From an optimization exercise on the open Yosys and OpenROAD flow, aimed at small area; shortcuts taken in it are not production practice.
No activity file was given, so power comes from the tool's default toggle rates.

// testpc
module testpc(
	clock,   
	reset,   
	pc,   
	instruction,   
	mem_data,   
	mem_addr,   
	mem_wdata,   
	mwrite_enable,
	mread_enable,
	regwrite_enable,   
	write_addr,   
	reg_write_data   
	);
export LEC_CHECK = 0
export CAP_MARGIN = 0
export CORE_MARGIN = 2
export CORE_UTILIZATION = 45
export SLEW_MARGIN = 0
export SYNTH_HIERARCHICAL = 1
create_clock -name core_clock -period 16.0 [get_ports {clock}]
standard.sh (not shown) runs the stock make flow with config.mk's settings and CLKGATE_MAP_FILE= SYNTH_SCRIPT=/design/flow/synth_recipe.tcl, a recipe that flattens the netlist after the stock synthesis.
==> flow/flow/run.sh <==
#!/bin/bash
set -uo pipefail
bash standard.sh \
  BUFFER_PORTS_ARGS="-buffer_cell sky130_fd_sc_hd__buf_1" \
  CTS_ARGS="-sink_clustering_enable -repair_clock_nets -dont_use_dummy_load -buf_list sky130_fd_sc_hd__clkbuf_4 -root_buf sky130_fd_sc_hd__clkbuf_4" \
  RECOVER_POWER=100 \
  finish > standard.log 2>&1
Rerun with:
Settings changed: CAP_MARGIN 0 to 20, CORE_UTILIZATION 45 to 70, SLEW_MARGIN 0 to 20.
Outcome:
- The changed run finished clean
- clock-buffer cell count stays the same
- setup slack gets better by 0.11 ns
- worst hold slack gets worse by 0.021 ns
- cell area shrinks by 1.2%
- area after synthesis does not change
- clock power barely changes
- die area shrinks by 35%
- sequential share of layout area grows by 0.47 points
- core utilization grows by 27 points
- wire length shrinks by 5.5%
- combinational power stays flat
No functional check of the RTL was part of any run of this note.

The RTL this note starts from:
==> flow/design.v <==
module testpc(
	clock,   
	reset,   
	pc,   
	instruction,   
	mem_data,   
	mem_addr,   
	mem_wdata,   
	mwrite_enable,
	mread_enable,
	regwrite_enable,   
	write_addr,   
	reg_write_data   
	);
	input clock, reset;
	input [15:0] instruction, mem_data;
	output [15:0] pc, mem_addr, mem_wdata;
	output [15:0] reg_write_data;
	output mwrite_enable, mread_enable, regwrite_enable;
	output [2:0] write_addr;
	reg [15:0] pc;
	wire [2:0] op = instruction[15:13];
	wire [2:0] rs = instruction[12:10];
	wire [2:0] rt = instruction[9:7];
	wire [2:0] rd = instruction[6:4];
	wire [3:0] fn = instruction[3:0];
	wire [6:0] imm = instruction[6:0];
	wire is_r    = (op == 3'b001);
	wire r_ok    = is_r & ~fn[3] & ~fn[2] & ~(fn[1] & fn[0]);
	wire is_addi = (op == 3'b011);
	wire is_ld   = (op == 3'b100);
	wire is_st   = (op == 3'b101);
	wire is_beq  = (op == 3'b110);
	wire is_jmp  = (op == 3'b111);
	assign regwrite_enable = r_ok | is_addi | is_ld;
	assign mread_enable = is_ld;
	assign mwrite_enable = is_st;
	assign write_addr = (op[2] | op[1]) ? rt : rd;
	reg [15:0] rf [0:7];
	reg [15:0] ra, rb;
	integer k;
	always @(*) begin
		ra = 16'b0;
		rb = 16'b0;
		for (k = 0; k < 8; k = k + 1) begin
			ra = ra | (rf[k] & {16{rs == k && valid[k]}});
			rb = rb | (rf[k] & {16{rt == k && valid[k]}});
		end
	end
	wire imm_sel = op[2] ^ op[1];                
	wire inv = is_beq | (is_r & fn[1]);          
	wire sel_and = ~op[2] & ~op[1] & fn[0];      
	wire s_imm = imm_sel;
	wire s_rb = ~imm_sel & ~sel_and;
	wire [15:0] opb = ({16{s_imm}} & {{9{imm[6]}}, imm}) | ({16{s_rb}} & rb);
	wire [15:0] opa = (ra & (rb | {16{~sel_and}})) ^ {16{inv}};
	wire [15:0] sum;
	wire [16:0] cy;
	assign cy[0] = 1'b0;
	genvar g;
	generate
		for (g = 0; g < 16; g = g + 1) begin : alu_add
			assign sum[g] = opa[g] ^ opb[g] ^ cy[g];
			assign cy[g+1] = (opa[g] & opb[g]) | (cy[g] & (opa[g] ^ opb[g]));
		end
	endgenerate
	wire eq = &sum;
	assign mem_addr = sum;
	assign mem_wdata = rb;
	assign reg_write_data = is_ld ? mem_data : sum;
	reg [7:0] valid;
	always @(posedge clock) begin
		if (regwrite_enable)
			rf[write_addr] <= reg_write_data;
	end
	always @(posedge clock or negedge reset) begin
		if (reset == 1'b0)
			valid <= 8'b0;
		else if (regwrite_enable)
			valid[write_addr] <= 1'b1;
	end
	wire taken = is_beq & eq;
	wire [6:0] pinc = taken ? imm : 7'd1;
	wire [15:0] pc_add;
	wire [16:0] pcy;
	assign pcy[0] = 1'b0;
	generate
		for (g = 0; g < 16; g = g + 1) begin : pc_add_bit
			if (g < 7) begin : fa
				assign pc_add[g] = pc[g] ^ pinc[g] ^ pcy[g];
				assign pcy[g+1] = (pc[g] & pinc[g]) | (pcy[g] & (pc[g] ^ pinc[g]));
			end else begin : ha
				assign pc_add[g] = pc[g] ^ pcy[g];
				assign pcy[g+1] = pc[g] & pcy[g];
			end
		end
	endgenerate
	always @(posedge clock or negedge reset) begin
		if (reset == 1'b0)
			pc <= 16'b0;
		else if (is_jmp)
			pc <= {3'b0, instruction[12:0]};
		else
			pc <= pc_add;
	end
endmodule
Settings: LEC_CHECK=0, CAP_MARGIN=20, CORE_MARGIN=2, CORE_UTILIZATION=70, SLEW_MARGIN=20; clock period 16.0 ns.
==> flow/flow/run.sh <==
#!/bin/bash
set -uo pipefail
bash standard.sh \
  BUFFER_PORTS_ARGS="-buffer_cell sky130_fd_sc_hd__buf_1" \
  CTS_ARGS="-sink_clustering_enable -repair_clock_nets -dont_use_dummy_load" \
  finish > standard.log 2>&1
==> next run, changes <==
==> flow/run.sh (new file) <==
#!/bin/bash
# synth_recipe.tcl (not shown) runs the flow's synth.tcl, then flattens the netlist and writes it again
# the make line also repeats each setting of config.mk as NAME=value (left out here)
make -C /OpenROAD-flow-scripts/flow DESIGN_CONFIG=/design/flow/config.mk WORK_HOME=/design/flow/orfs CLKGATE_MAP_FILE= SYNTH_SCRIPT=/design/flow/synth_recipe.tcl finish
removed: flow/flow/run.sh
removed: flow/standard.sh
Outcome:
- power grows by 18%
- via count rose by 8.0%
- critical path depth is unchanged
- utilization went up by 8.7 points
No run of this note included a check of the RTL's function; only the layout flow was run.

-- afterwards: timing with drivers on the ports --
The flow's constraints put no driver on any port. The routed layouts listed below were extracted and timed again, unchanged, in two steps.
Step 1, drivers: a clkbuf_16 drives clock and a buf_2 each remaining input, both assumed.
Step 2 also shifts input and output timing later by t, the mid clock arrival at the registers, as if the neighbouring blocks saw the same clock.
a / b / c = ideal / step 1 / step 2; a / b = the first two.
| run | shift t [ns] | setup WS [ns] | worst register clock-pin slew, ns |
|---|---|---|---|
| the first run of note 1 | 0.585 | 0.738 / 0.712 / 0.712 | 0.12 / 0.12 |
| the second run of note 1 | 0.579 | 0.852 / 0.829 / 0.829 | 0.12 / 0.12 |
| the first run of note 2 | 0.573 | 0.448 / 0.447 / -0.126 | 0.07 / 0.07 |
| the second run of note 2 | 0.598 | 0.449 / 0.432 / -0.134 | 0.08 / 0.08 |
With both steps, setup timing fails in the first run of note 2 and the second run of note 2, where it was met with ideal ports. For the second run of note 2, which loses most, drivers alone change the setup slack by -0.017 ns; drivers and shift together by -0.583 ns.
